Context: an optimization exercise on an open-source flow, tuned for small area and few clock cycles. The choices shown serve that exercise and are no tape-out recipe.
Function was checked by simulation only, so behaviour that the tests miss may differ from the original.
Power and IR drop assume default switching activity.

`flow/design.v`:
```
`timescale 10 ns / 10 ns
module Apply (
		input wire [29:0] f,
		input wire [29:0] g,
		input wire [1:0]  typeIn,
		input wire valid,
		output wire simpleCaseHit,
		output wire [29:0] simpleCaseResult,
		output wire validOut,
		output wire [29:0] fn,
		output wire [29:0] fnv,
		output wire [29:0] gn,
		output wire [29:0] gnv,
		output wire quantifyOut,
		output wire [29:0] outF,
		output wire [29:0] outG,
		output wire [1:0] outType,
		output wire [9:0] topOut,
		input wire insertValueIntoSimpleCache,
		input wire [17:0] simpleCacheIndex,
		input wire [1:0] simpleCacheValue,
		input wire [15:0] avs_config_address,
		input wire avs_config_write,
		input wire [31:0] avs_config_writedata,
		input wire avs_config_read,
		output wire [31:0] avs_config_readdata,
		output wire avs_config_readdatavalid,
		output wire avs_config_waitrequest,
		output reg [127:0] aso_var_request_data,
		input wire aso_var_request_ready,
		output reg aso_var_request_valid,
		output reg [127:0] aso_node_request_data,
		input wire aso_node_request_ready,
		output reg aso_node_request_valid,
		output reg [127:0] aso_cache_request_data,
		input wire aso_cache_request_ready,
		output reg aso_cache_request_valid,
		input wire [95:0] asi_result_data,
		input wire [1:0] asi_result_channel,
		input wire asi_result_valid,
		input wire [15:0] asi_var_data,
		input wire asi_var_valid,
		input wire clk,
		input wire reset
	);
assign avs_config_waitrequest = 1'b0;
reg [9:0]  cubeLastVar;
reg [31:0] quantify [0:1];
reg [9:0]  nextVar [0:63];
reg [1:0]  simpleCache [0:63];
wire cfgNext  = |avs_config_address[15:8];
wire cfgQuant = !cfgNext & avs_config_address[7];
wire cfgCube  = (avs_config_address == 16'd5);
always @(posedge clk)
begin
	if(avs_config_write & cfgNext)
		nextVar[avs_config_address[5:0]] <= avs_config_writedata[9:0];
	if(avs_config_write & cfgQuant)
		quantify[avs_config_address[0]] <= avs_config_writedata;
	if(avs_config_write & cfgCube)
		cubeLastVar <= avs_config_writedata[9:0];
	if(insertValueIntoSimpleCache)
		simpleCache[simpleCacheIndex[5:0]] <= simpleCacheValue;
end
reg readValid;
reg readNext, readQuant;
reg [5:0] readIndex;
always @(posedge clk)
begin
	readValid <= avs_config_read & (cfgNext | cfgQuant | cfgCube);
	if(avs_config_read)
	begin
		readNext <= cfgNext;
		readQuant <= cfgQuant;
		readIndex <= avs_config_address[5:0];
	end
	if(reset)
		readValid <= 1'b0;
end
reg busy;               
reg hitNoVar;           
reg [29:0] F, G;        
reg [1:0]  T;           
reg pF, pG;             
reg [9:0]  fVar;
reg [9:0]  top;          
reg fetchF, fetchG, q;
reg varFIssued, varGIssued, varFDone, varGDone;
reg nodeFIssued, nodeGIssued, nodeFDone;
reg cacheIssued, cacheMiss;
reg [59:0] nodeF;       
reg [1:0] skipVar, skipNode;   
wire fConst = &f[29:1];
wire gConst = &g[29:1];
wire fZero = fConst & f[0];
wire fOne  = fConst & ~f[0];
wire gZero = gConst & g[0];
wire gOne  = gConst & ~g[0];
wire sameNode = (f[29:1] == g[29:1]);
wire fEqG = sameNode & (f[0] == g[0]);
wire fNegG = sameNode & (f[0] != g[0]);
wire fBigger = (f > g);
wire fParity = ^f;
wire gParity = ^g;
reg inHit;
reg [29:0] inResult;
reg [29:0] inF, inG;
reg [1:0] inT;
reg inFFromG, inGFromF, inGZero;
always @*
begin
	inHit = 1'b0;
	inResult = f;
	case(typeIn)
		2'd0: begin
			inHit = fZero | gZero | fNegG | fEqG | gOne | fOne;
			if(fZero | gZero | fNegG)
				inResult = 30'h3fffffff;
			else if(fEqG | gOne)
				inResult = f;
			else
				inResult = g;
		end
		2'd1, 2'd3: begin
			inHit = fConst;
			inResult = f;
		end
		default: begin  
			inHit = fZero | gZero | fNegG | (fOne & gOne);
			inResult = (fOne & gOne) ? 30'h3ffffffe : 30'h3fffffff;
		end
	endcase
	inT = typeIn;
	inFFromG = 1'b0;
	inGFromF = 1'b0;
	inGZero = 1'b0;
	if(typeIn == 2'd2 & (fOne | fEqG))
	begin
		inT = 2'd1;
		inFFromG = 1'b1;
		inGZero = 1'b1;
	end
	else if(typeIn == 2'd2 & gOne)
	begin
		inT = 2'd1;
		inGZero = 1'b1;
	end
	else if(!typeIn[0] & fBigger)  
	begin
		inFFromG = 1'b1;
		inGFromF = 1'b1;
	end
	inF = inFFromG ? g : f;
	inG = inGZero ? 30'h3fffffff : (inGFromF ? f : g);
end
wire start = valid & !inHit;
wire inHashDirect = (typeIn[0] == typeIn[1]);
wire [17:0] inHash = f[17:0] + g[17:0] + {16'b0, typeIn};
wire inSwap = !typeIn[0] & fBigger;
wire inFParity = inFFromG ? gParity : fParity;
wire inGParity = inGZero ? 1'b0 : (inGFromF ? fParity : gParity);  
wire [1:0] inSimpleHash = {inSwap ? gParity : fParity, 1'b0} + {1'b0, inSwap ? fParity : gParity} + typeIn;
wire needG = !T[0];     
wire varsDone = varFDone & (varGDone | !needG);
wire varFNow = varTake & !varFDone;
wire varGNow = varTake & varFDone;
wire varsArrive = needG ? varGNow : varFNow;
wire [9:0] newFVar = varFDone ? fVar : asi_var_data[9:0];
wire [9:0] newGVar = needG ? asi_var_data[9:0] : 10'h3ff;
wire newFetchF = (newFVar <= newGVar);
wire newFetchG = (newGVar <= newFVar);
wire [9:0] newTop = newFetchF ? newFVar : newGVar;
wire newTopBigger = (newTop > cubeLastVar);
wire [1:0] newT = (T == 2'd2 & newTopBigger) ? 2'd0 : T;
wire [63:0] quantBits = {quantify[1], quantify[0]};
wire newQ = (newT[0] ^ newT[1]) & quantBits[newTop[5:0]];
wire andVarsNow = varGNow & (T == 2'd0);
wire varsDoneCur = varsDone | andVarsNow;
wire fetchFCur = andVarsNow ? newFetchF : fetchF;
wire fetchGCur = andVarsNow ? newFetchG : fetchG;
wire [9:0] topCur = andVarsNow ? newTop : top;
wire [31:0] quantWord = quantify[readIndex[0]];
wire [5:0] nextIndex = busy ? top[5:0] : readIndex;
reg [9:0] nextTop;
integer ni;  
always @*
begin
	nextTop = 10'b0;
	for(ni = 0; ni < 64; ni = ni + 1)
		nextTop = nextTop | (nextVar[ni] & {10{nextIndex == ni}});
end
wire [17:0] hash = (F[17:0] + G[17:0] + {16'b0, T}) ^ {17'b0, q};
wire [1:0] simpleHash = {pF, 1'b0} + {1'b0, pG} + T + {1'b0, q};
wire [1:0] simpleCacheEntry = simpleCache[valid ? inHash[5:0] : hash[5:0]];
wire inSimpleMatch = (simpleCacheEntry == inSimpleHash);
wire simpleMatch = (simpleCacheEntry == simpleHash);
wire hashKnown = (T[0] == T[1]) | varsDone;  
wire varAnswer = asi_var_valid;
wire nodeAnswer = asi_result_valid & (asi_result_channel == 2'b01);
wire cacheAnswer = asi_result_valid & (asi_result_channel == 2'b10);
wire varTake = varAnswer & (skipVar == 2'd0);
wire varDrop = varAnswer & (skipVar != 2'd0);
wire nodeTake = nodeAnswer & (skipNode == 2'd0);
wire nodeDrop = nodeAnswer & (skipNode != 2'd0);
wire cacheTake = cacheAnswer;
wire nodeFNow = nodeTake & !nodeFDone;
wire nodeGNow = nodeTake & nodeFDone;
wire [59:0] nodeAnswerFields = {asi_result_data[61:32], asi_result_data[29:0]};
wire cacheEntryHit = (asi_result_data[29:0] == F) & (asi_result_data[61:32] == G) &
	(asi_result_data[95:94] == T) & (asi_result_data[30] == q);
wire doneVarHit = busy & (T == 2'd1) & varFNow & newTopBigger;
wire doneCacheHit = busy & cacheTake & cacheEntryHit;
wire cacheResolved = hashKnown & (!simpleMatch | cacheMiss | (cacheTake & !cacheEntryHit));
wire doneNodes = busy & varsDoneCur & cacheResolved &
	(!fetchFCur | nodeFDone) & (!fetchGCur | nodeGNow);
wire finish = doneVarHit | doneCacheHit | doneNodes;
wire nodeGWanted = needG ? (varGIssued & (T[1] | cacheIssued | !simpleMatch) & !(varsDone & !fetchG)) :
	(varsDone & fetchG);
always @*
begin
	aso_var_request_data = 128'b0;
	aso_var_request_data[2:0] = 3'b010;
	aso_var_request_data[31:3] = valid ? inF[29:1] : (varFIssued ? G[29:1] : F[29:1]);
	aso_var_request_valid = start | (busy & (!varFIssued | (needG & !varGIssued)));
	aso_node_request_data = 128'b0;
	aso_node_request_data[2:0] = 3'b001;
	aso_node_request_data[31:3] = valid ? inF[29:1] : (nodeFIssued ? G[29:1] : F[29:1]);
	aso_node_request_valid = start | (busy & (!nodeFIssued | (!nodeGIssued & nodeGWanted)));
	aso_cache_request_data = 128'b0;
	aso_cache_request_data[2:0] = 3'b011;
	aso_cache_request_data[20:3] = valid ? inHash : hash;
	aso_cache_request_valid = (start & inHashDirect & inSimpleMatch) |
		(busy & hashKnown & simpleMatch & !cacheIssued);
end
wire varAccept = aso_var_request_valid & aso_var_request_ready;
wire nodeAccept = aso_node_request_valid & aso_node_request_ready;
wire cacheAccept = aso_cache_request_valid & aso_cache_request_ready;
wire [1:0] varOwed = {1'b0, varFIssued} + {1'b0, varGIssued} + {1'b0, varAccept}
	- {1'b0, varFDone} - {1'b0, varGDone} - {1'b0, varTake};
wire [1:0] nodeOwed = {1'b0, nodeFIssued & !nodeFDone & !nodeFNow} + {1'b0, nodeGIssued & !nodeGNow} + {1'b0, nodeAccept};
always @(posedge clk)
begin
	hitNoVar <= valid & inHit;
	skipVar <= skipVar - {1'b0, varDrop} + (finish ? varOwed : 2'd0);
	skipNode <= skipNode - {1'b0, nodeDrop} + (finish ? nodeOwed : 2'd0);
	if(valid)
	begin
		busy <= !inHit;
		F <= inHit ? inResult : inF;
		G <= inG;
		T <= inT;
		pF <= inFParity;
		pG <= inGParity;
		q <= 1'b0;
		varFIssued <= varAccept;
		nodeFIssued <= nodeAccept;
		cacheIssued <= cacheAccept;
		varGIssued <= 1'b0;
		nodeGIssued <= 1'b0;
		varFDone <= 1'b0;
		varGDone <= 1'b0;
		nodeFDone <= 1'b0;
		cacheMiss <= 1'b0;
	end
	else
	begin
		if(finish)
			busy <= 1'b0;
		if(varAccept)
		begin
			varFIssued <= 1'b1;
			if(varFIssued)
				varGIssued <= 1'b1;
		end
		if(nodeAccept)
		begin
			nodeFIssued <= 1'b1;
			if(nodeFIssued)
				nodeGIssued <= 1'b1;
		end
		if(cacheAccept)
			cacheIssued <= 1'b1;
		if(varFNow)
		begin
			varFDone <= 1'b1;
			fVar <= asi_var_data[9:0];
		end
		if(varGNow)
			varGDone <= 1'b1;
		if(varsArrive)
		begin
			top <= newTop;
			fetchF <= newFetchF;
			fetchG <= newFetchG;
			T <= newT;
			q <= newQ;
		end
		if(nodeFNow)
		begin
			nodeFDone <= 1'b1;
			nodeF <= nodeAnswerFields;
		end
		if(nodeGNow & !finish)
			nodeGIssued <= 1'b0;
		if(cacheTake & !cacheEntryHit)
			cacheMiss <= 1'b1;
	end
	if(reset)
	begin
		busy <= 1'b0;
		hitNoVar <= 1'b0;
		skipVar <= 2'd0;
		skipNode <= 2'd0;
	end
end
assign validOut = hitNoVar | finish;
assign simpleCaseHit = hitNoVar | doneVarHit | doneCacheHit;
assign simpleCaseResult = doneCacheHit ? asi_result_data[93:64] : F;
assign fn  = fetchFCur ? {nodeF[59:31], nodeF[30] ^ F[0]} : F;
assign fnv = fetchFCur ? {nodeF[29:1], nodeF[0] ^ F[0]} : F;
assign gn  = fetchGCur ? {asi_result_data[61:33], asi_result_data[32] ^ G[0]} : G;
assign gnv = fetchGCur ? {asi_result_data[29:1], asi_result_data[0] ^ G[0]} : G;
assign quantifyOut = q;
assign outF = F;
assign outG = G;
assign outType = T;
assign topOut = (T == 2'd3) ? nextTop : topCur;
assign avs_config_readdata = readNext ? {22'b0, nextTop} : (readQuant ? quantWord : {22'b0, cubeLastVar});
assign avs_config_readdatavalid = readValid;
endmodule
```
`flow/flow/run.sh`:
```
#!/bin/bash
# Standard layout, with the smallest buffer on the ports instead of the default delay buffer.
set -euo pipefail
bash standard.sh 'BUFFER_PORTS_ARGS=-buffer_cell sky130_fd_sc_hd__buf_1' finish > standard_flow.log 2>&1
```
`flow/constraint.sdc`:
```
create_clock -name core_clock -period 10.0 [get_ports {clk}]
set_input_delay 2.0000 -clock core_clock [delete_from_list [all_inputs] [get_ports {clk}]]
set_output_delay 2.0000 -clock core_clock [all_outputs]
set_load 0.01 [all_outputs]
```
`flow/standard.sh`:
```
#!/bin/bash
# synth_recipe.tcl (not shown) runs the flow's synth.tcl, then flattens the netlist and writes it again
# the make line also repeats each setting of config.mk as NAME=value (left out here)
make -C /OpenROAD-flow-scripts/flow DESIGN_CONFIG=/design/flow/config.mk WORK_HOME=/design/flow/orfs CLKGATE_MAP_FILE= SYNTH_SCRIPT=/design/flow/synth_recipe.tcl "${@:-finish}"
```
`flow/config.mk`:
```
export PLATFORM = sky130hd
export DESIGN_NAME = Apply
export DESIGN_NICKNAME = Apply
export VERILOG_FILES = /design/flow/design.v
export SDC_FILE = /design/flow/constraint.sdc
export NUM_CORES = 4
export LEC_CHECK = 0
export CAP_MARGIN = 20
export CORE_MARGIN = 2
export CORE_UTILIZATION = 40
export CTS_CLUSTER_DIAMETER = 150
export CTS_CLUSTER_SIZE = 20
export PLACE_DENSITY = 0.6
export SLEW_MARGIN = 20
```
==> flow_metrics.env, run 1 <==
export IMPL_status="timing/DRC/antenna clean"
export IMPL_cts_buffers=57
export IMPL_yosysMostFrequentCell="edfxtp_1"
export IMPL_antenna_found_initial=43
export IMPL_syn_area_per_cell_sq_um=12.38
export IMPL_post_route_drc_count=0
export IMPL_post_cts_resized=0
export IMPL_grt_max_degree=117
export IMPL_avgRoutedWirePerCell_microns=37.51
export IMPL_nNetsFinal=5072
export IMPL_crit_type="primary input to output pin"
export IMPL_yosysWarningCount=1
export IMPL_start_util_pct=40.43
export IMPL_clkPwrFrac_pct=24.8
export IMPL_post_synth_num_cell_types=90
export IMPL_worst_path_max_fanout=15
export IMPL_h_tree_depth=2
export IMPL_synth_top_area_share_pct=58.93
export IMPL_first_iter_violations=5266
export IMPL_grt_setup_unrepaired="false"
export IMPL_placed_area_sq_um=54550
export IMPL_finalCritPeriodShare_pct=88.18
export IMPL_rows=130
export IMPL_crit_path_end_kind="output pin"
export IMPL_syn_area_sq_um=50900
export IMPL_vias_per_cell=6.100
export IMPL_insertion_delay_ns=0.72
export IMPL_routed_wl_microns=238700
export IMPL_cap_viol_max_count=0
export IMPL_slew_viol_final=0
export IMPL_overflow=0
export IMPL_grt_use_met1_pct=46.55
export IMPL_period_minus_slack_ns=8.818
export IMPL_cts_sinks=1014
export IMPL_synth_largest_area_cell="edfxtp_1"
export IMPL_port_buffers=570
export IMPL_critPathLaunchType="primary input"
export IMPL_hold_worst_slack_ns=0.5341
export IMPL_cts_path_max_buffers=3
export IMPL_synth_common_cells="999 x edfxtp_1, 456 x nand2_1, 317 x nor2_1, 311 x buf_4, 189 x a21oi_1"
export IMPL_leakage_nw=19.52
export IMPL_max_freq_mhz=113.4
export IMPL_synth_area_leaders="edfxtp_1 59%, buf_4 4.6%, nand2_1 3.4%, ha_1 3.2%, a22o_1 2.6%"
export IMPL_crit_arrival_ns=6.82
export IMPL_drive_gt1_share_pct=8.700
export IMPL_r2r_setup_slack_ns=2.95
export IMPL_vias=38820
export IMPL_slew_headroom_pct=5.960
export IMPL_io_pins=901
export IMPL_clkTransAtPathRegs_ns=0.10
export IMPL_grtUsageMet2_pct=54.78
export IMPL_setup_viol_count_final=0
export IMPL_die_x_microns=360.7
export IMPL_ys_seq_area_share_pct=59.52
export IMPL_grt_pass1_wl_microns=311200
export IMPL_worst_pin_slew_ns=1.411
export IMPL_area_delta_synth_final_pct=10.46
export IMPL_cts_tree="built"
export IMPL_postCtsSetupBuffers=0
export IMPL_dp_hpwl_microns=179700
export IMPL_power_frac_comb_pct=26.9
export IMPL_root_buffer="clkbuf_16"
export IMPL_ys_seq_elements=1014
export IMPL_min_path_type="flop to flop"
export IMPL_core_sq_um=125900
export IMPL_die_y_microns=360.7
export IMPL_pwr_share_seq_pct=48.3
export IMPL_power_density_nw_per_um2=181.1
export IMPL_track_usage_pct=35.40
export IMPL_dr_pass1_iters=6
export IMPL_cp_required_ns=8.00
export IMPL_synth_ff_type="edfxtp_1"
export IMPL_synthCells=4112
export IMPL_design_area_sq_um=56230
export IMPL_grt_pass1_vias=34260
export IMPL_async_flop_share_pct=0
export IMPL_p_sw_mw=3.521
export IMPL_grtUsageMet3_pct=10.30
export IMPL_cts_hold_buf=0
export IMPL_globalplace_congestion=1.027
export IMPL_die_area_sq_um=130100
export IMPL_fin_worst_skew_ns=0.03242
export IMPL_power_internal_mw=6.660
export IMPL_grt_busiest_layer="met2"
export IMPL_fin_util_pct=44.66
export IMPL_setup_tns_ns=0
export IMPL_ant_nets=0
export IMPL_hold_viol_final=0
export IMPL_switching_share_pct=34.59
export IMPL_synth_edff_count=999
export IMPL_vdd_drop_max_mv=0.1849
==> power by group through the flow <==
stage	sequential, mW	clock [mW]	combinational (mW)
after global placement	5.01	0	2.66
after floorplan	4.93	0	1.64
after CTS	4.91	2.53	2.69
after global routing	4.92	2.67	2.87
final	4.92	2.52	2.74
after detailed placement	5.01	0	2.68
==> cell families after synthesis <==
logic type	synth area share (%)
buf+inv	6.779
flops	59.52
other cells	0.01475
simple gates	10.15
fa+ha+maj	3.564
xor+xnor	2.888
mux	4.729
compound gates	12.35
==> registers in the layout, indices dropped and copies added (netlist names), 6 cells and up, named ones only <==
register,cells
F,30
cubeLastVar,10
quantify,64
nextVar,640
readIndex,6
G,30
fVar,10
top,10
simpleCache,128
nodeF,60
==> layer usage <==
layer / routed length (microns) / vias up
met5: 373 / -
met4: 11360 / 16
met3: 27770 / 380
met2: 107600 / 2656
met1: 91640 / 19730
li1: - / 16040
==> cell usage in the layout, fill, tap and decap left out, types with 57 or more instances in the layout <==
cell and instances:
nand4_1 89, a211oi_1 69, a21oi_1 184, xor2_1 64, nor2_2 81, xnor2_1 102, clkbuf_16 57, conb_1 309
inv_1 98, a221oi_1 153, buf_1 557, ha_1 129, a22o_1 154, o21ai_0 64, edfxtp_1 999, nand2_1 456
mux2i_1 129, buf_4 117, nor2b_1 78, nor2_1 230
==> metrics by stage <==
stage | setup WS [ns] | total power [mW] | cells
final | 1.182 | 10.18 | 6364
after global routing | 0.9606 | 10.46 | 6361
after CTS | 1.288 | 10.14 | 6351
after detailed placement | 1.316 | 7.687 | 6269
after global placement | 1.347 | 7.667 | 6267
after floorplan | 2.096 | 6.571 | 4419
==> worst max-delay path, cell delays in order <==
cell     delay [ns]
buf_1          0.44
fa_1           0.53
ha_1           0.20
inv_1          0.08
fa_1           0.46
nand2_1        0.19
nand2_1        0.10
inv_2          0.36
mux4_2         0.40
mux2i_1        0.30
mux2i_1        0.25
xor2_1         0.19
a32o_1         0.33
nor4_2         0.40
a31oi_1        0.24
buf_1          0.32
==> path summary, 6_finish.rpt <==
check,to,cells after the start,start
setup reg to reg,skipNode[1],24,F[1]
setup / recovery,aso_node_request_valid,16,typeIn[1]
hold reg to reg,varGDone,2,varGDone
hold / removal,varGDone,2,varGDone
==> cell type report <==
| cell class | count | area (sq um) |
|---|---|---|
| Clock inverter | 6 | 123.9 |
| Antenna cell | 13 | 32.53 |
| Tap cell | 1650 | 2064 |
| Sequential cell | 1014 | 30300 |
| Fill cell | 11890 | 69670 |
| Multi-Input combinational cell | 2811 | 18710 |
| Clock buffer | 76 | 1498 |
| Inverter | 103 | 394.1 |
| Timing Repair Buffer | 691 | 3103 |
Testbench counts, summed over its fixed seeds: cycles 30,243.
==> run 2, diff against run 1 <==
--- a/flow/config.mk
+++ b/flow/config.mk
@@ -10,4 +10,4 @@
 export CORE_UTILIZATION = 40
-export CTS_CLUSTER_DIAMETER = 150
-export CTS_CLUSTER_SIZE = 20
+export CTS_CLUSTER_DIAMETER = 100
+export CTS_CLUSTER_SIZE = 24
 export PLACE_DENSITY = 0.6
==> run 2 against run 1 <==
  * Sequential power is essentially flat
  * Critical endpoint is now validOut
  * Synthesized cell count is the same
  * Via count grew 0.14%
  * Global-route usage shrank 0.075 points
  * Sequential share of layout area is essentially flat
  * Core utilization is essentially flat
  * Largest power group unchanged
  * First-iteration DRC count grew 4.4%
  * Fmax grew 0.30%
==> flow_metrics.env, run 2 <==
export IMPL_postCtsSetupBuffers=0
export IMPL_syn_area_per_cell_sq_um=12.38
export IMPL_fillers=11900
export IMPL_wl_met2_microns=108400
export IMPL_synth_largest_area_cell="edfxtp_1"
export IMPL_cap_viol_max_count=0
export IMPL_cts_tree="built"
export IMPL_io_pins=901
export IMPL_slew_headroom_pct=14.11
export IMPL_cp_cell_sequence="buf_1 -> fa_1 -> ha_1 -> inv_1 -> fa_1 -> nand2_1 -> nand2_1 -> inv_2 -> mux4_2 -> mux2i_1 -> mux2i_1 -> xor2_1 -> a32o_1 -> a31oi_4 -> nand2_1 -> o21ai_0 -> nand2b_1 -> buf_1"
export IMPL_synth_common_cells="999 x edfxtp_1, 456 x nand2_1, 317 x nor2_1, 311 x buf_4, 189 x a21oi_1"
export IMPL_start_util_pct=40.43
export IMPL_crit_arrival_ns=6.79
export IMPL_critPathSlowestCell="fa_1"
export IMPL_max_freq_mhz=113.7
export IMPL_ys_seq_area_share_pct=59.52
export IMPL_placed_area_sq_um=54550
export IMPL_cts_path_max_buffers=3
export IMPL_yosysWarningCount=1
export IMPL_first_iter_violations=5498
export IMPL_synthCells=4112
export IMPL_core_sq_um=125900
export IMPL_drive_gt1_share_pct=8.855
export IMPL_routed_wl_microns=238400
export IMPL_slew_viol_final=0
export IMPL_avgRoutedWirePerCell_microns=37.43
export IMPL_vias_per_cell=6.102
export IMPL_crit_path_end_kind="output pin"
export IMPL_crit_family="adder cells"
export IMPL_cpMostUsedCell="nand2_1"
export IMPL_globalplace_congestion=1.027
export IMPL_post_route_drc_count=0
export IMPL_insertion_delay_ns=0.69
export IMPL_ys_seq_elements=1014
export IMPL_async_flop_share_pct=0
export IMPL_clkTransAtPathRegs_ns=0.10
export IMPL_grt_max_degree=117
export IMPL_design_area_sq_um=56240
export IMPL_grt_setup_unrepaired="false"
export IMPL_synth_edff_count=999
export IMPL_synth_ff_type="edfxtp_1"
export IMPL_ant_nets=0
export IMPL_die_area_sq_um=130100
export IMPL_wl_met1_microns=90430
export IMPL_yosysMostFrequentCell="edfxtp_1"
export IMPL_vias=38870
export IMPL_setup_viol_count_final=0
export IMPL_track_usage_pct=35.33
export IMPL_syn_area_sq_um=50900
export IMPL_setup_tns_ns=0
export IMPL_cp_required_ns=8.00
export IMPL_finalCritPeriodShare_pct=87.92
export IMPL_dr_pass1_iters=6
export IMPL_max_stage_delay_ns=0.53
export IMPL_cp_num_buf_inv=4
export IMPL_cts_buffers=52
export IMPL_critPathLaunchType="primary input"
export IMPL_grt_pass1_vias=34240
export IMPL_leakage_nw=19.53
export IMPL_top_layer="met5"
export IMPL_period_minus_slack_ns=8.792
export IMPL_antenna_found_initial=45
export IMPL_die_x_microns=360.7
export IMPL_rows=130
export IMPL_layout_common_cells="999 x edfxtp_1, 557 x buf_1, 456 x nand2_1"
export IMPL_dp_hpwl_microns=179700
export IMPL_min_path_type="flop to flop"
export IMPL_worst_path_max_fanout=15
export IMPL_vdd_drop_max_mv=0.1398
export IMPL_post_synth_num_cell_types=90
export IMPL_h_tree_depth=2
export IMPL_area_delta_synth_final_pct=10.48
export IMPL_overflow=0
export IMPL_power_density_nw_per_um2=180.9
export IMPL_grt_pass1_wl_microns=310700
export IMPL_status="timing/DRC/antenna clean"
export IMPL_layout_cells_most_common="edfxtp_1"
export IMPL_synth_area_leaders="edfxtp_1 59%, buf_4 4.6%, nand2_1 3.4%, ha_1 3.2%, a22o_1 2.6%"
export IMPL_largest_reg_flops=640
export IMPL_worst_pin_slew_ns=1.288
export IMPL_post_cts_resized=0
export IMPL_die_y_microns=360.7
export IMPL_nNetsFinal=5068
export IMPL_synth_top_area_share_pct=58.93
export IMPL_root_buffer="clkbuf_16"
export IMPL_cts_hold_buf=0
export IMPL_cts_sinks=1014
export IMPL_fin_worst_skew_ns=0.01256
export IMPL_crit_type="primary input to output pin"
export IMPL_port_buffers=570
export IMPL_dr_wl_met3_microns=28290
export IMPL_hold_viol_final=0
## run 2: where the power goes
group | total [mW] | switching (mW) | internal, mW
clock network | 2.51 | 1.47 | 1.05
registers | 4.92 | 0.155 | 4.77
logic | 2.74 | 1.90 | 0.832
## run 2: final cells by class
class | count | area (sq um) | share of cell area (%)
Antenna cell | 22 | 55.05 | 0.09789
Clock buffer | 61 | 1345 | 2.392
Clock inverter | 17 | 256.5 | 0.4561
Inverter | 103 | 394.1 | 0.7008
Multi-Input combinational cell | 2811 | 18710 | 33.26
Sequential cell | 1014 | 30300 | 53.88
Tap cell | 1650 | 2064 | 3.671
Timing Repair Buffer | 692 | 3118 | 5.544
## run 2: path summary, 6_finish.rpt
path	cells after the start	end	slack, ns	from
hold / removal	2	varGDone	0.54	varGDone
setup reg to reg	24	skipNode[1]	3.02	F[1]
setup / recovery	18	validOut	1.21	typeIn[1]
hold reg to reg	2	varGDone	0.54	varGDone
## run 2: cells by family after synthesis
kind of cell	after synthesis	share of synthesized area [%]
simple gates	1141	10.15
flops	1014	59.52
compound gates	855	12.35
buf+inv	594	6.779
mux	200	4.729
xor+xnor	167	2.888
fa+ha+maj	139	3.564
other cells	2	0.01475
## run 2: per-stage QoR
stage	total power, mW	instances	setup WS [ns]	hold WS [ns]	util, %
floorplan	6.571	4419	2.096	0.4654	-
global placement	7.667	6267	1.347	0.5011	43.30
detailed placement	7.687	6269	1.316	0.5061	43.33
CTS	10.12	6347	1.288	0.5297	44.60
global route	10.45	6361	0.9508	0.5594	44.65
finish	10.17	6370	1.208	0.5365	44.67
## run 2: worst register-to-register path: stages (launching register included)
cell      delay (ns)
edfxtp_1        0.87
fa_1            0.54
ha_1            0.23
fa_1            0.56
or2_1           0.22
nand2_1         0.11
inv_2           0.36
mux4_2          0.40
mux2i_1         0.29
mux2i_1         0.24
xor2_1          0.20
a32o_1          0.33
nor4_2          0.40
a31oi_1         0.24
nand2_1         0.15
inv_1           0.07
fa_1            0.54
nand2_1         0.05
ha_1            0.28
inv_1           0.04
ha_1            0.18
xnor2_1         0.17
xnor2_1         0.17
xnor2_1         0.14
nor2_1          0.05
## run 2: routing by layer
layer	vias up	GRT usage [%]
li1	16060	-
met1	19720	45.77
met2	2687	55.08
met3	387	10.96
met4	14	14.23
met5	-	0
==> run 3, diff against run 2 <==
==> flow/flow/run.sh (replaced) <==
#!/bin/bash
# Standard layout with two changes:
#  - synthesis maps the logic with an area-oriented ABC script (registers are
#    mapped by the standard synthesis before ABC runs, so they are unchanged);
#  - the ports get the smallest buffer instead of the default delay buffer.
set -euo pipefail
cp -r "$FLOW_HOME/scripts" ./scripts_area
cat > ./scripts_area/abc_area.script <<'ABC'
strash
ifraig
dc2
strash
&get -n
&dch -f
&nf
&put
ABC
bash standard.sh "SCRIPTS_DIR=$PWD/scripts_area" ABC_AREA=1 synth > synth_flow.log 2>&1
bash standard.sh 'BUFFER_PORTS_ARGS=-buffer_cell sky130_fd_sc_hd__buf_1' finish > standard_flow.log 2>&1
==> run 3 against run 2 <==
  * Still clean
  * Routed wire length down 6.5%
  * Total power up 3.2%
  * Non-clock buffer count up 59
  * Clock skew up 0.016 ns
  * Fmax down 4.4%
  * Synthesized area down 3.8%
  * Highest routed layer unchanged
==> flow_metrics.env, run 3 <==
export IMPL_critPathLaunchType="primary input"
export IMPL_slew_viol_final=0
export IMPL_die_area_sq_um=125200
export IMPL_period_minus_slack_ns=9.192
export IMPL_cts_sinks=1014
export IMPL_grt_setup_unrepaired="false"
export IMPL_syn_area_sq_um=48970
export IMPL_rows=128
export IMPL_ys_seq_elements=1014
export IMPL_vdd_drop_max_mv=0.1375
export IMPL_root_buffer="clkbuf_16"
export IMPL_antenna_found_initial=40
export IMPL_placed_area_sq_um=53510
export IMPL_largest_reg_flops=640
export IMPL_ant_nets=0
export IMPL_start_util_pct=40.28
export IMPL_overflow=0
export IMPL_cts_hold_buf=0
export IMPL_cap_viol_max_count=0
export IMPL_synth_ff_type="edfxtp_1"
export IMPL_leakage_nw=19.40
export IMPL_min_path_type="flop to flop"
export IMPL_h_tree_depth=2
export IMPL_nNetsFinal=4961
export IMPL_synth_common_cells="999 x edfxtp_1, 459 x nand2_1, 314 x nor2_1, 309 x buf_4, 193 x o21ai_0"
export IMPL_grt_pass1_wl_microns=292200
export IMPL_die_y_microns=353.9
export IMPL_synthCells=3765
export IMPL_post_cts_resized=0
export IMPL_crit_arrival_ns=7.19
export IMPL_p_sw_mw=3.698
export IMPL_synth_largest_area_cell="edfxtp_1"
export IMPL_avgRoutedWirePerCell_microns=35.75
export IMPL_grt_pass1_vias=33690
export IMPL_fin_worst_skew_ns=0.02904
export IMPL_die_x_microns=353.9
export IMPL_min_from="varGIssued"
export IMPL_grt_max_degree=93
export IMPL_switching_share_pct=35.24
export IMPL_core_sq_um=121600
export IMPL_cts_path_max_buffers=3
export IMPL_status="timing/DRC/antenna clean"
export IMPL_synth_area_leaders="edfxtp_1 61%, buf_4 4.7%, nand2_1 3.5%, mux2i_1 3.5%, ha_1 3.3%"
export IMPL_insertion_delay_ns=0.70
export IMPL_max_freq_mhz=108.8
export IMPL_port_buffers=570
export IMPL_slew_headroom_pct=16.45
export IMPL_power_frac_comb_pct=28.8
export IMPL_dr_pass1_iters=12
export IMPL_critPathLaunch="typeIn[1]"
export IMPL_clkTransAtPathRegs_ns=0.11
export IMPL_power_total_mw=10.49
export IMPL_cp_required_ns=8.00
export IMPL_max_stage_delay_ns=0.55
export IMPL_synth_top_area_share_pct=61.26
export IMPL_globalplace_congestion=1.078
export IMPL_setup_tns_ns=0
export IMPL_power_density_nw_per_um2=190.0
export IMPL_postCtsSetupBuffers=0
export IMPL_async_flop_share_pct=0
export IMPL_finalCritPeriodShare_pct=91.92
export IMPL_vias=37490
export IMPL_post_route_drc_count=0
export IMPL_cp_cell_sequence="buf_1 -> fa_1 -> ha_1 -> clkinv_1 -> fa_1 -> a21oi_4 -> buf_4 -> mux4_2 -> nor2_1 -> o22ai_1 -> mux2i_1 -> mux2i_1 -> xnor2_1 -> nand2_1 -> nor4_1 -> o31ai_1 -> a21boi_0 -> clkinv_1 -> buf_1"
export IMPL_worst_pin_slew_ns=1.253
export IMPL_design_area_sq_um=55230
export IMPL_critPathSlowestCell="mux2i_1"
export IMPL_yosysMostFrequentCell="edfxtp_1"
export IMPL_area_delta_synth_final_pct=12.80
export IMPL_layout_cells_most_common="edfxtp_1"
export IMPL_yosysWarningCount=1
export IMPL_clkPwrFrac_pct=24.2
export IMPL_dp_hpwl_microns=170100
export IMPL_fillers=11290
export IMPL_worst_path_max_fanout=18
export IMPL_vias_per_cell=6.011
export IMPL_drive_gt1_share_pct=7.280
export IMPL_pwr_share_seq_pct=47.1
export IMPL_crit_path_end_kind="output pin"
export IMPL_cts_buffers=51
export IMPL_cts_tree="built"
export IMPL_r2r_start="T[1]"
export IMPL_setup_viol_count_final=0
export IMPL_track_usage_pct=34.31
export IMPL_hold_viol_final=0
export IMPL_post_synth_num_cell_types=59
export IMPL_synth_edff_count=999
export IMPL_first_iter_violations=6676
export IMPL_routed_wl_microns=223000
export IMPL_ys_seq_area_share_pct=61.88
export IMPL_power_internal_mw=6.796
export IMPL_layout_common_cells="999 x edfxtp_1, 557 x buf_1, 459 x nand2_1"
export IMPL_crit_type="primary input to output pin"
export IMPL_io_pins=901
export IMPL_syn_area_per_cell_sq_um=13.01
[run 3: kinds of logic after synthesis]
kind of cell | after synthesis | synth area share [%]
buffers and inverters | 434 | 5.696
other | 2 | 0.01534
muxes | 244 | 5.982
DFF | 1014 | 61.88
AOI/OAI and AO/OA | 729 | 10.56
xor gates and xnor gates | 156 | 2.790
and+or+nand+nor | 1047 | 9.378
adders and majority gates | 139 | 3.705
[run 3: final cells by class]
| type | instances | area [sq um] | area share, % |
|---|---|---|---|
| clock inverters | 13 | 279.0 | 0.5052 |
| multi-input cells | 2624 | 17210 | 31.15 |
| well taps | 1625 | 2033 | 3.681 |
| inverters | 125 | 469.2 | 0.8495 |
| flip-flops and latches | 1014 | 30300 | 54.86 |
| repair buffers | 751 | 3552 | 6.431 |
| diodes | 24 | 60.06 | 0.1087 |
| clock buffers | 61 | 1335 | 2.417 |
[run 3: stage by stage]
| step | hold WS, ns | setup WS, ns | instances | util (%) |
|---|---|---|---|---|
| after floorplan | 0.4632 | 0.8024 | 4072 | - |
| after global placement | 0.4861 | 0.9557 | 6133 | 43.99 |
| after detailed placement | 0.5045 | 0.8505 | 6136 | 44.02 |
| after CTS | 0.5214 | 0.8239 | 6210 | 45.35 |
| after global routing | 0.5291 | 0.5333 | 6232 | 45.43 |
| final | 0.5146 | 0.8080 | 6237 | 45.44 |
[run 3: layer usage]
metal | part of all wire, % | GRT usage [%] | routed length, microns | vias to the layer above
met3 | 15 | 14.30 | 33220 | 313
li1 | - | - | - | 15490
met5 | 0.057 | 2.113 | 126 | -
met2 | 42 | 49.22 | 94390 | 2646
met1 | 39 | 46.32 | 86650 | 19030
met4 | 3.9 | 12.18 | 8606 | 10
[run 3: path summary, 6_finish.rpt]
| check | depth (start not counted) | endpoint | slack (ns) |
|---|---|---|---|
| min | 2 | varGIssued | 0.51 |
| max | 19 | aso_node_request_valid | 0.81 |
| min reg2reg | 2 | varGIssued | 0.51 |
| max reg2reg | 26 | skipNode[1] | 2.35 |
[run 3: critical path: cells and delay by family]
family | cells | cell delay (ns)
AOI/OAI and AO/OA | 4 | 1.18
adders and majority gates | 3 | 1.17
buffers and inverters | 5 | 1.15
muxes | 3 | 0.94
and+or+nand+nor | 3 | 0.53
xor gates and xnor gates | 1 | 0.19
[run 3: power by group through the flow]
| stage | sequential, mW | combinational, mW | clock, mW |
|---|---|---|---|
| 6_report | 4.94 | 3.02 | 2.53 |
| 5_1_grt | 4.94 | 3.18 | 2.67 |
| 4_1_cts | 4.93 | 2.95 | 2.54 |
| 3_5_place_dp | 5.03 | 2.93 | 0 |
| 3_3_place_gp | 5.02 | 2.91 | 0 |
| 2_1_floorplan | 4.98 | 1.62 | 0 |
==> run 4, diff against run 3 <==
--- a/flow/design.v
+++ b/flow/design.v
@@ -47,3 +47,3 @@
 reg [9:0]  cubeLastVar;
-reg [31:0] quantify [0:1];
+reg [63:0] quantBits;    
 reg [9:0]  nextVar [0:63];
@@ -58,3 +58,8 @@
 	if(avs_config_write & cfgQuant)
-		quantify[avs_config_address[0]] <= avs_config_writedata;
+	begin
+		if(avs_config_address[0])
+			quantBits[63:32] <= avs_config_writedata;
+		else
+			quantBits[31:0] <= avs_config_writedata;
+	end
 	if(avs_config_write & cfgCube)
@@ -66,3 +71,2 @@
 reg readNext, readQuant;
-reg [5:0] readIndex;
 always @(posedge clk)
@@ -74,3 +78,2 @@
 		readQuant <= cfgQuant;
-		readIndex <= avs_config_address[5:0];
 	end
@@ -84,3 +87,2 @@
 reg pF, pG;             
-reg [9:0]  fVar;
 reg [9:0]  top;          
@@ -101,3 +103,16 @@
 wire fNegG = sameNode & (f[0] != g[0]);
-wire fBigger = (f > g);
+reg [31:0] cmpGt, cmpEq;
+integer cl, ci;
+always @*
+begin
+	cmpGt = {2'b0, f & ~g};
+	cmpEq = {2'b11, ~(f ^ g)};
+	for(cl = 1; cl < 32; cl = cl * 2)
+		for(ci = 0; ci < 32; ci = ci + 2 * cl)
+		begin
+			cmpGt[ci] = cmpGt[ci + cl] | (cmpEq[ci + cl] & cmpGt[ci]);
+			cmpEq[ci] = cmpEq[ci + cl] & cmpEq[ci];
+		end
+end
+wire fBigger = cmpGt[0];
 wire fParity = ^f;
@@ -167,3 +182,3 @@
 wire varsArrive = needG ? varGNow : varFNow;
-wire [9:0] newFVar = varFDone ? fVar : asi_var_data[9:0];
+wire [9:0] newFVar = varFDone ? top : asi_var_data[9:0];
 wire [9:0] newGVar = needG ? asi_var_data[9:0] : 10'h3ff;
@@ -174,3 +189,2 @@
 wire [1:0] newT = (T == 2'd2 & newTopBigger) ? 2'd0 : T;
-wire [63:0] quantBits = {quantify[1], quantify[0]};
 wire newQ = (newT[0] ^ newT[1]) & quantBits[newTop[5:0]];
@@ -181,4 +195,4 @@
 wire [9:0] topCur = andVarsNow ? newTop : top;
-wire [31:0] quantWord = quantify[readIndex[0]];
-wire [5:0] nextIndex = busy ? top[5:0] : readIndex;
+wire [31:0] quantWord = top[0] ? quantBits[63:32] : quantBits[31:0];
+wire [5:0] nextIndex = top[5:0];
 reg [9:0] nextTop;
@@ -283,11 +297,9 @@
 		if(varFNow)
-		begin
 			varFDone <= 1'b1;
-			fVar <= asi_var_data[9:0];
-		end
 		if(varGNow)
 			varGDone <= 1'b1;
+		if(varTake)
+			top <= newTop;
 		if(varsArrive)
 		begin
-			top <= newTop;
 			fetchF <= newFetchF;
@@ -307,2 +319,4 @@
 	end
+	if(avs_config_read)
+		top[5:0] <= avs_config_address[5:0];
 	if(reset)
--- a/flow/flow/run.sh
+++ b/flow/flow/run.sh
@@ -18,2 +18,2 @@
 bash standard.sh "SCRIPTS_DIR=$PWD/scripts_area" ABC_AREA=1 synth > synth_flow.log 2>&1
-bash standard.sh 'BUFFER_PORTS_ARGS=-buffer_cell sky130_fd_sc_hd__buf_1' finish > standard_flow.log 2>&1
+bash standard.sh 'BUFFER_PORTS_ARGS=-buffer_cell sky130_fd_sc_hd__buf_1' SKIP_REPAIR_TIE_FANOUT=1 finish > standard_flow.log 2>&1
==> run 4 against run 3 <==
  * Still clean on timing, DRC and antenna
  * Design area decreased by 3.9%
  * Flip-flop and latch count decreased by 17
  * Clock power decreased by 8.7%
  * Via count decreased by 4.2%
  * Clock skew decreased by 0.020 ns
  * Combinational power increased by 6%
  * Synthesized area decreased by 0.97%
  * Die area decreased by 0.96%
  * Critical path depth unchanged
  * Clock-buffer cell count decreased by 2
  * Synthesized cell count decreased by 0.32%
  * Largest power group unchanged
  * Highest routed layer unchanged
==> flow_metrics.env, run 4 <==
export IMPL_dp_hpwl_microns=159200
export IMPL_postCtsSetupBuffers=0
export IMPL_die_y_microns=352.2
export IMPL_ant_nets=0
export IMPL_clkTransAtPathRegs_ns=0.10
export IMPL_r2r_end="skipNode[1]"
export IMPL_yosysWarningCount=1
export IMPL_worst_path_max_fanout=24
export IMPL_io_pins=901
export IMPL_critPathLaunchType="primary input"
export IMPL_min_path_type="flop to flop"
export IMPL_track_usage_pct=32.54
export IMPL_max_freq_mhz=106.2
export IMPL_worst_pin_slew_ns=1.198
export IMPL_finalCritPeriodShare_pct=94.17
export IMPL_globalplace_congestion=1.052
export IMPL_r2r_start="T[1]"
export IMPL_slew_headroom_pct=20.16
export IMPL_syn_area_sq_um=48490
export IMPL_async_flop_share_pct=0
export IMPL_synth_top_family_by_area="compound AO/OA/AOI/OAI gates"
export IMPL_crit_arrival_ns=7.42
export IMPL_power_total_mw=10.35
export IMPL_synth_compound_area_share_pct=10.38
export IMPL_synth_common_cells="983 x edfxtp_1, 487 x nand2_1, 339 x nor2_1, 309 x buf_4, 206 x mux2i_1"
export IMPL_post_cts_resized=0
export IMPL_cp_num_buf_inv=5
export IMPL_cts_path_max_buffers=3
export IMPL_crit_type="primary input to output pin"
export IMPL_insertion_delay_ns=0.70
export IMPL_power_frac_comb_pct=31.0
export IMPL_h_tree_depth=2
export IMPL_core_sq_um=120100
export IMPL_critPathLaunch="f[1]"
export IMPL_fin_ws_ns=0.5828
export IMPL_synthSimpleGateAreaFrac_pct=9.549
export IMPL_cp_required_ns=8.00
export IMPL_power_density_nw_per_um2=195.0
export IMPL_synth_largest_area_cell="edfxtp_1"
export IMPL_grt_pass1_wl_microns=279400
export IMPL_die_x_microns=352.2
export IMPL_p_sw_mw=3.757
export IMPL_routed_wl_microns=208500
export IMPL_cts_sinks=997
export IMPL_power_internal_mw=6.593
export IMPL_crit_family="compound AO/OA/AOI/OAI gates"
export IMPL_synth_top_area_share_pct=60.87
export IMPL_grt_setup_unrepaired="false"
export IMPL_fin_cells=5874
export IMPL_antenna_found_initial=45
export IMPL_syn_area_per_cell_sq_um=12.92
export IMPL_period_minus_slack_ns=9.417
export IMPL_synthCells=3753
export IMPL_setup_viol_count_final=0
export IMPL_setup_tns_ns=0
export IMPL_multiInputGateArea_sq_um=16040
export IMPL_synth_xor_xnor_area_share_pct=2.944
export IMPL_fin_worst_skew_ns=0.008818
export IMPL_post_route_drc_count=0
export IMPL_post_synth_num_cell_types=59
export IMPL_critPathSlowestCell="fa_1"
export IMPL_start_util_pct=40.37
export IMPL_ys_seq_elements=997
export IMPL_area_delta_synth_final_pct=9.467
export IMPL_hold_viol_final=0
export IMPL_ys_seq_area_share_pct=61.45
export IMPL_synth_area_leaders="edfxtp_1 61%, buf_4 4.8%, mux2i_1 4.3%, nand2_1 3.8%, ha_1 3.3%"
export IMPL_rows=127
export IMPL_synth_edff_count=983
export IMPL_dr_pass1_iters=12
export IMPL_grt_max_degree=306
export IMPL_r2r_cells=27
export IMPL_yosysMostFrequentCell="edfxtp_1"
export IMPL_largest_reg_flops=640
export IMPL_seqCellArea_sq_um=29800
export IMPL_layout_cells_most_common="edfxtp_1"
export IMPL_port_buffers=570
export IMPL_crit_path_end="aso_node_request_valid"
export IMPL_synth_mux_area_share_pct=6.226
export IMPL_cts_tree="built"
export IMPL_cap_viol_max_count=0
export IMPL_placed_cells=5769
export IMPL_nNetsFinal=4603
export IMPL_max_stage_delay_ns=0.51
export IMPL_die_area_sq_um=124000
export IMPL_design_area_sq_um=53080
export IMPL_root_buffer="clkbuf_16"
export IMPL_cp_cell_sequence="buf_1 -> fa_1 -> ha_1 -> fa_1 -> mux2i_1 -> clkinv_1 -> buf_12 -> mux4_2 -> nor2_1 -> o32ai_1 -> a21oi_1 -> a22oi_1 -> xnor2_1 -> nand2_1 -> o41ai_1 -> nand2_1 -> a21boi_0 -> clkinv_1 -> buf_1"
export IMPL_cts_hold_buf=0
export IMPL_status="timing/DRC/antenna clean"
export IMPL_first_iter_violations=6186
export IMPL_avgRoutedWirePerCell_microns=35.50
export IMPL_pwr_share_seq_pct=46.7
export IMPL_fin_util_pct=44.19
export IMPL_r2r_setup_slack_ns=2.52
export IMPL_yosys_area_share_adder_pct=3.690
export IMPL_crit_path_end_kind="output pin"
export IMPL_placed_area_sq_um=51570
export IMPL_vdd_drop_max_mv=0.1703
export IMPL_cp_depth=19
export IMPL_hold_worst_slack_ns=0.4935
export IMPL_vias=35900
export IMPL_dp_slack_ns=0.7340
export IMPL_vias_per_cell=6.111
export IMPL_leakage_nw=18.07
export IMPL_fillers=11330
export IMPL_grt_pass1_vias=33070
export IMPL_drive_gt1_share_pct=6.381
export IMPL_synth_ff_type="edfxtp_1"
export IMPL_layout_common_cells="983 x edfxtp_1, 557 x buf_1, 486 x nand2_1"
export IMPL_clkPwrFrac_pct=22.3
export IMPL_slew_viol_final=0
export IMPL_overflow=0
export IMPL_cts_buffers=49
export IMPL_switching_share_pct=36.30
-- run 4: layout make-up --
| class | count | area share [%] |
|---|---|---|
| Multi-Input combinational cell | 2323 | 30.21 |
| Clock inverter | 12 | 0.2616 |
| Tap cell | 1612 | 3.800 |
| Sequential cell | 997 | 56.14 |
| Antenna cell | 31 | 0.1461 |
| Timing Repair Buffer | 716 | 6.187 |
| Inverter | 124 | 0.8768 |
| Clock buffer | 59 | 2.381 |
-- run 4: worst min path at each step --
stage | cells past startpoint | endpoint | from | slack [ns]
2_1_floorplan | 2 | cacheMiss | cacheMiss | 0.43
3_3_place_gp | 2 | cacheMiss | cacheMiss | 0.45
6_report | 2 | cacheMiss | cacheMiss | 0.49
5_1_grt | 2 | varGDone | varGDone | 0.53
4_1_cts | 2 | cacheMiss | cacheMiss | 0.49
3_5_place_dp | 2 | cacheMiss | cacheMiss | 0.47
-- run 4: logic make-up (layout without fill, tap and decap cells) --
family | Yosys count | count (layout)
and+or+nand+nor | 1081 | 1081
adders and majority gates | 137 | 137
muxes | 265 | 265
other | 2 | 33
AOI/OAI and AO/OA | 675 | 675
DFF | 997 | 997
xor gates and xnor gates | 163 | 163
buffers and inverters | 433 | 911
-- run 4: worst register-to-register path, stage by stage (launching register included) --
cell	delay (ns)
edfxtp_1	0.71
fa_1	0.52
ha_1	0.23
fa_1	0.49
mux2i_1	0.25
clkinv_1	0.48
buf_12	0.35
mux4_2	0.24
nor2_1	0.05
o32ai_1	0.49
a21oi_1	0.14
a22oi_1	0.51
xnor2_1	0.19
nand2_1	0.11
o41ai_1	0.27
nand2_1	0.09
a21boi_0	0.20
clkinv_1	0.13
nand2_1	0.16
fa_1	0.40
or2_0	0.23
ha_1	0.28
clkinv_1	0.06
ha_1	0.18
xor2_1	0.16
xnor2_1	0.23
a21oi_1	0.10
o21a_1	0.14
-- run 4: layer usage --
layer / wire, microns / vias up / global-route usage (%) / share of wire [%]
met5: 320 / - / 1.385 / 0.15
met4: 10990 / 12 / 14.65 / 5.3
met3: 28060 / 373 / 10.84 / 13
met2: 91710 / 2493 / 49.22 / 44
met1: 77440 / 17980 / 42.30 / 37
li1: - / 15040 / - / -
-- run 4: power by group through the flow --
stage                     Clock, mW  Combinational [mW]  Sequential, mW
final                          2.31                3.21            4.84
after global routing           2.44                3.39            4.84
after CTS                      2.30                3.17            4.83
after detailed placement          0                3.15            4.93
after global placement            0                3.14            4.93
after floorplan                   0                1.75            4.89
Testbench counts of run 4, summed over its fixed seeds: cycles 30,243.
==> run 5, diff against run 4 <==
--- a/flow/design.v
+++ b/flow/design.v
@@ -84,3 +84,3 @@
 reg hitNoVar;           
-reg [29:0] F, G;        
+reg [29:0] opF, opG;        
 reg [1:0]  T;           
@@ -173,6 +173,13 @@
 wire [17:0] inHash = f[17:0] + g[17:0] + {16'b0, typeIn};
-wire inSwap = !typeIn[0] & fBigger;
 wire inFParity = inFFromG ? gParity : fParity;
 wire inGParity = inGZero ? 1'b0 : (inGFromF ? fParity : gParity);  
-wire [1:0] inSimpleHash = {inSwap ? gParity : fParity, 1'b0} + {1'b0, inSwap ? fParity : gParity} + typeIn;
+wire [1:0] inSimpleHash = {inFParity, 1'b0} + {1'b0, inGParity} + typeIn;
+wire varAnswer = asi_var_valid;
+wire nodeAnswer = asi_result_valid & (asi_result_channel == 2'b01);
+wire cacheAnswer = asi_result_valid & (asi_result_channel == 2'b10);
+wire varTake = varAnswer & (skipVar == 2'd0);
+wire varDrop = varAnswer & (skipVar != 2'd0);
+wire nodeTake = nodeAnswer & (skipNode == 2'd0);
+wire nodeDrop = nodeAnswer & (skipNode != 2'd0);
+wire cacheTake = cacheAnswer;
 wire needG = !T[0];     
@@ -203,5 +210,5 @@
 	for(ni = 0; ni < 64; ni = ni + 1)
-		nextTop = nextTop | (nextVar[ni] & {10{nextIndex == ni}});
+		nextTop = nextTop | (nextVar[ni] & {10{nextIndex == ni[5:0]}});
 end
-wire [17:0] hash = (F[17:0] + G[17:0] + {16'b0, T}) ^ {17'b0, q};
+wire [17:0] hash = (opF[17:0] + opG[17:0] + {16'b0, T}) ^ {17'b0, q};
 wire [1:0] simpleHash = {pF, 1'b0} + {1'b0, pG} + T + {1'b0, q};
@@ -211,10 +218,2 @@
 wire hashKnown = (T[0] == T[1]) | varsDone;  
-wire varAnswer = asi_var_valid;
-wire nodeAnswer = asi_result_valid & (asi_result_channel == 2'b01);
-wire cacheAnswer = asi_result_valid & (asi_result_channel == 2'b10);
-wire varTake = varAnswer & (skipVar == 2'd0);
-wire varDrop = varAnswer & (skipVar != 2'd0);
-wire nodeTake = nodeAnswer & (skipNode == 2'd0);
-wire nodeDrop = nodeAnswer & (skipNode != 2'd0);
-wire cacheTake = cacheAnswer;
 wire nodeFNow = nodeTake & !nodeFDone;
@@ -222,3 +221,3 @@
 wire [59:0] nodeAnswerFields = {asi_result_data[61:32], asi_result_data[29:0]};
-wire cacheEntryHit = (asi_result_data[29:0] == F) & (asi_result_data[61:32] == G) &
+wire cacheEntryHit = (asi_result_data[29:0] == opF) & (asi_result_data[61:32] == opG) &
 	(asi_result_data[95:94] == T) & (asi_result_data[30] == q);
@@ -236,3 +235,3 @@
 	aso_var_request_data[2:0] = 3'b010;
-	aso_var_request_data[31:3] = valid ? inF[29:1] : (varFIssued ? G[29:1] : F[29:1]);
+	aso_var_request_data[31:3] = valid ? inF[29:1] : (varFIssued ? opG[29:1] : opF[29:1]);
 	aso_var_request_valid = start | (busy & (!varFIssued | (needG & !varGIssued)));
@@ -240,3 +239,3 @@
 	aso_node_request_data[2:0] = 3'b001;
-	aso_node_request_data[31:3] = valid ? inF[29:1] : (nodeFIssued ? G[29:1] : F[29:1]);
+	aso_node_request_data[31:3] = valid ? inF[29:1] : (nodeFIssued ? opG[29:1] : opF[29:1]);
 	aso_node_request_valid = start | (busy & (!nodeFIssued | (!nodeGIssued & nodeGWanted)));
@@ -262,4 +261,4 @@
 		busy <= !inHit;
-		F <= inHit ? inResult : inF;
-		G <= inG;
+		opF <= inHit ? inResult : inF;
+		opG <= inG;
 		T <= inT;
@@ -331,10 +330,10 @@
 assign simpleCaseHit = hitNoVar | doneVarHit | doneCacheHit;
-assign simpleCaseResult = doneCacheHit ? asi_result_data[93:64] : F;
-assign fn  = fetchFCur ? {nodeF[59:31], nodeF[30] ^ F[0]} : F;
-assign fnv = fetchFCur ? {nodeF[29:1], nodeF[0] ^ F[0]} : F;
-assign gn  = fetchGCur ? {asi_result_data[61:33], asi_result_data[32] ^ G[0]} : G;
-assign gnv = fetchGCur ? {asi_result_data[29:1], asi_result_data[0] ^ G[0]} : G;
+assign simpleCaseResult = doneCacheHit ? asi_result_data[93:64] : opF;
+assign fn  = fetchFCur ? {nodeF[59:31], nodeF[30] ^ opF[0]} : opF;
+assign fnv = fetchFCur ? {nodeF[29:1], nodeF[0] ^ opF[0]} : opF;
+assign gn  = fetchGCur ? {asi_result_data[61:33], asi_result_data[32] ^ opG[0]} : opG;
+assign gnv = fetchGCur ? {asi_result_data[29:1], asi_result_data[0] ^ opG[0]} : opG;
 assign quantifyOut = q;
-assign outF = F;
-assign outG = G;
+assign outF = opF;
+assign outG = opG;
 assign outType = T;
--- a/flow/flow/run.sh
+++ b/flow/flow/run.sh
@@ -1,6 +1,8 @@
 #!/bin/bash
-# Standard layout with two changes:
-#  - synthesis maps the logic with an area-oriented ABC script (registers are
-#    mapped by the standard synthesis before ABC runs, so they are unchanged);
-#  - the ports get the smallest buffer instead of the default delay buffer.
+# Standard layout (the standard.sh) with three changes:
+#  - synthesis maps the logic with an area-oriented ABC script; the registers
+#    are mapped by the standard synthesis before ABC runs, so they are the same;
+#  - the ports get the smallest buffer (buf_1) instead of the default delay buffer;
+#  - constant outputs share one tie cell per value instead of one tie cell each.
+# Each step's full output goes to its own log file in this folder.
 set -euo pipefail
==> run 5 against run 4 <==
  * Still clean on timing, DRC and antenna
  * Clock power increased by 4%
  * First-iteration DRC count increased by 4.2%
  * Global-route usage decreased by 0.18 points
  * Die area about the same
  * Total power increased by 0.26%
  * Register-to-register slack got worse by 0.03 ns
==> flow_metrics.env, run 5 <==
export IMPL_synth_ff_type="edfxtp_1"
export IMPL_cts_buffers=51
export IMPL_placed_cells=5888
export IMPL_r2r_setup_slack_ns=2.49
export IMPL_p_sw_mw=3.708
export IMPL_synth_common_cells="983 x edfxtp_1, 600 x nand2_1, 323 x nor2_1, 309 x buf_4, 212 x o21ai_0"
export IMPL_cp_required_ns=8.00
export IMPL_core_sq_um=120100
export IMPL_pwr_share_seq_pct=46.5
export IMPL_syn_area_per_cell_sq_um=12.55
export IMPL_grtUsageMet2_pct=47.70
export IMPL_root_buffer="clkbuf_16"
export IMPL_rows=127
export IMPL_routed_wl_microns=208500
export IMPL_h_tree_depth=2
export IMPL_ys_seq_area_share_pct=61.47
export IMPL_fin_worst_skew_ns=0.04459
export IMPL_ant_nets=0
export IMPL_hold_viol_final=0
export IMPL_nNetsFinal=4724
export IMPL_cts_path_max_buffers=3
export IMPL_clkPwrFrac_pct=23.2
export IMPL_critPathLaunch="typeIn[1]"
export IMPL_area_delta_synth_final_pct=9.865
export IMPL_cts_hold_buf=0
export IMPL_track_usage_pct=32.36
export IMPL_avgRoutedWirePerCell_microns=34.87
export IMPL_synthCells=3863
export IMPL_grt_pass1_vias=33060
export IMPL_drive_gt1_share_pct=7.005
export IMPL_dr_pass1_iters=8
export IMPL_io_pins=901
export IMPL_synth_edff_count=983
export IMPL_r2r_start="T[0]"
export IMPL_placed_area_sq_um=51640
export IMPL_globalplace_congestion=1.090
export IMPL_grt_setup_unrepaired="false"
export IMPL_layout_common_cells="983 x edfxtp_1, 599 x nand2_1, 557 x buf_1"
export IMPL_post_route_drc_count=0
export IMPL_port_buffers=570
export IMPL_grt_use_met1_pct=42.03
export IMPL_clkTransAtPathRegs_ns=0.10
export IMPL_design_area_sq_um=53260
export IMPL_slew_viol_final=0
export IMPL_crit_type="primary input to output pin"
export IMPL_postCtsSetupBuffers=0
export IMPL_async_flop_share_pct=0
export IMPL_crit_arrival_ns=7.29
export IMPL_grt_max_degree=306
export IMPL_leakage_nw=17.92
export IMPL_die_y_microns=352.1
export IMPL_cts_tree="built"
export IMPL_fin_ws_ns=0.7118
export IMPL_worstHoldPathCells=2
export IMPL_whs_endpoint="cacheMiss"
export IMPL_post_cts_resized=0
export IMPL_finalCritPeriodShare_pct=92.88
export IMPL_insertion_delay_ns=0.68
export IMPL_min_path_type="flop to flop"
export IMPL_power_internal_mw=6.669
export IMPL_post_synth_num_cell_types=59
export IMPL_r2r_cells=29
export IMPL_die_x_microns=352.1
export IMPL_vias=36690
export IMPL_dp_hpwl_microns=157200
export IMPL_dp_slack_ns=0.7359
export IMPL_crit_path_end_kind="output pin"
export IMPL_slew_headroom_pct=22.84
export IMPL_overflow=0
export IMPL_vias_per_cell=6.135
export IMPL_critPathLaunchType="primary input"
export IMPL_power_density_nw_per_um2=194.8
export IMPL_worst_path_max_fanout=17
export IMPL_cts_sinks=997
export IMPL_layout_cells_most_common="edfxtp_1"
export IMPL_grt_busiest_layer="met2"
export IMPL_first_iter_violations=6445
export IMPL_ys_seq_elements=997
export IMPL_die_area_sq_um=124000
export IMPL_fillers=11320
export IMPL_largest_reg_flops=640
export IMPL_worst_pin_slew_ns=1.153
export IMPL_antenna_found_initial=31
export IMPL_max_freq_mhz=107.7
export IMPL_setup_tns_ns=0
export IMPL_cap_viol_max_count=0
export IMPL_start_util_pct=40.35
export IMPL_setup_viol_count_final=0
export IMPL_r2r_end="skipNode[1]"
export IMPL_grtUsageMet3_pct=13.76
export IMPL_synth_area_leaders="edfxtp_1 61%, buf_4 4.8%, nand2_1 4.6%, a222oi_1 3.3%, ha_1 3.3%"
export IMPL_syn_area_sq_um=48480
export IMPL_vdd_drop_max_mv=0.1226
export IMPL_synth_top_area_share_pct=60.89
export IMPL_yosysWarningCount=1
export IMPL_grt_pass1_wl_microns=278000
export IMPL_status="timing/DRC/antenna clean"
export IMPL_switching_share_pct=35.73
export IMPL_period_minus_slack_ns=9.288
export IMPL_power_total_mw=10.38
export IMPL_fin_cells=5980
export IMPL_power_frac_comb_pct=30.2
export IMPL_yosysMostFrequentCell="edfxtp_1"
export IMPL_synth_largest_area_cell="edfxtp_1"
export IMPL_min_from="cacheMiss"
run 5: cell count changes after synthesis, moves of 18 or more:
cell / change
o21ai_0: +138
nand2_1: +113
mux2i_1: -101
a22oi_1: -68
o22a_1: -32
a221o_1: +23
nand2b_1: +21
nand4_1: +20
nand3_1: +19
a21oi_1: -18
run 5: through the flow:
stage | utilization (%) | hold slack [ns]
2_1_floorplan | - | 0.4267
3_3_place_gp | 42.96 | 0.4433
3_5_place_dp | 42.98 | 0.4735
4_1_cts | 44.25 | 0.4989
5_1_grt | 44.32 | 0.5088
6_report | 44.33 | 0.4971
run 5: routing by layer:
layer / part of all wire [%] / up-vias
met5: 0.037 / -
met4: 4.8 / 12
met3: 16 / 361
met2: 43 / 2601
met1: 37 / 18340
li1: - / 15370
run 5: power groups by stage:
stage / sequential [mW] / combinational (mW) / clock, mW
final: 4.83 / 3.14 / 2.41
after CTS: 4.82 / 3.07 / 2.42
after global routing: 4.83 / 3.30 / 2.55
after floorplan: 4.89 / 1.70 / 0
after detailed placement: 4.92 / 3.05 / 0
after global placement: 4.92 / 3.03 / 0
run 5: worst max-delay path, stage by stage:
cell	delay [ns]
buf_1	0.40
fa_1	0.52
ha_1	0.23
fa_1	0.50
mux2i_1	0.15
buf_4	0.21
clkinv_1	0.53
buf_4	0.41
mux4_2	0.21
o21ai_0	0.08
o22ai_1	0.16
a21oi_1	0.08
a22oi_1	0.46
xnor2_1	0.12
nand2_1	0.12
clkinv_1	0.07
a221oi_1	0.64
or2_0	0.20
buf_1	0.16
run 5: cells by family (layout without fill, tap and decap cells):
kind of cell / count (synthesis) / count (layout) / share of synthesized area [%]
buffers and inverters: 433 / 924 / 5.745
AO/OA/AOI/OAI: 718 / 718 / 10.45
flip-flops: 997 / 997 / 61.47
XOR/XNOR: 166 / 166 / 2.999
adder cells (fa/ha/maj): 137 / 137 / 3.691
other: 2 / 16 / 0.01549
multiplexers: 173 / 173 / 4.630
AND/OR/NAND/NOR: 1237 / 1237 / 11.00
run 5: worst max-delay path by stage:
stage	endpoint	slack, ns
6_report	validOut	0.71
5_1_grt	validOut	0.42
4_1_cts	validOut	0.69
3_5_place_dp	validOut	0.74
3_3_place_gp	validOut	0.72
2_1_floorplan	aso_node_request_data[10]	0.17
run 5: cell type report:
class	instances	area (sq um)	share of cell area (%)
timing repair buffer	725	3357	6.303
clock inverter	14	211.5	0.3970
tap	1612	2017	3.787
antenna	14	35.03	0.06578
clock buffer	61	1314	2.467
inverter	124	465.4	0.8739
sequential	997	29800	55.95
multi-input combinational	2433	16060	30.16
Testbench counts of run 5, summed over its fixed seeds: cycles 30,243.

[static timing again, ports no longer ideal]
No port has a modelled driver above. Below, the same layouts with a new extraction and two added sets of constraints.
Step 1 sets driving cells, clkbuf_16 on the clock port and buf_2 on the other inputs (assumed; they add their load-dependent delay and slew).
Step 2 times the ports against the registers' clock, not the clock port: input delays grow and output delays shrink by t, the midpoint of the rising clock arrivals with the driver on.
Slacks: no drivers / after step 1 / after step 2; pairs: no drivers / after step 1.
run	shift t [ns]	slack for setup (ns)	worst setup path after step 2	latest minus earliest clock arrival (ns)	worst slew at a driven data input, ns
run 1	0.792	1.182 / 1.009 / 1.009	input to output	0.074 / 0.074	0.19
run 2	0.782	1.208 / 1.048 / 1.048	input to output	0.038 / 0.039	0.19
run 3	0.778	0.808 / 0.624 / 0.624	input to output	0.049 / 0.049	0.20
run 4	0.770	0.583 / 0.538 / 0.538	input to output	0.031 / 0.031	0.22
run 5	0.748	0.712 / 0.688 / 0.688	input to output	0.061 / 0.061	0.26
After both steps every run listed still meets setup and hold. The setup slack of run 3, which loses most, moves by -0.184 ns with the drivers and by -0.184 ns with both steps.
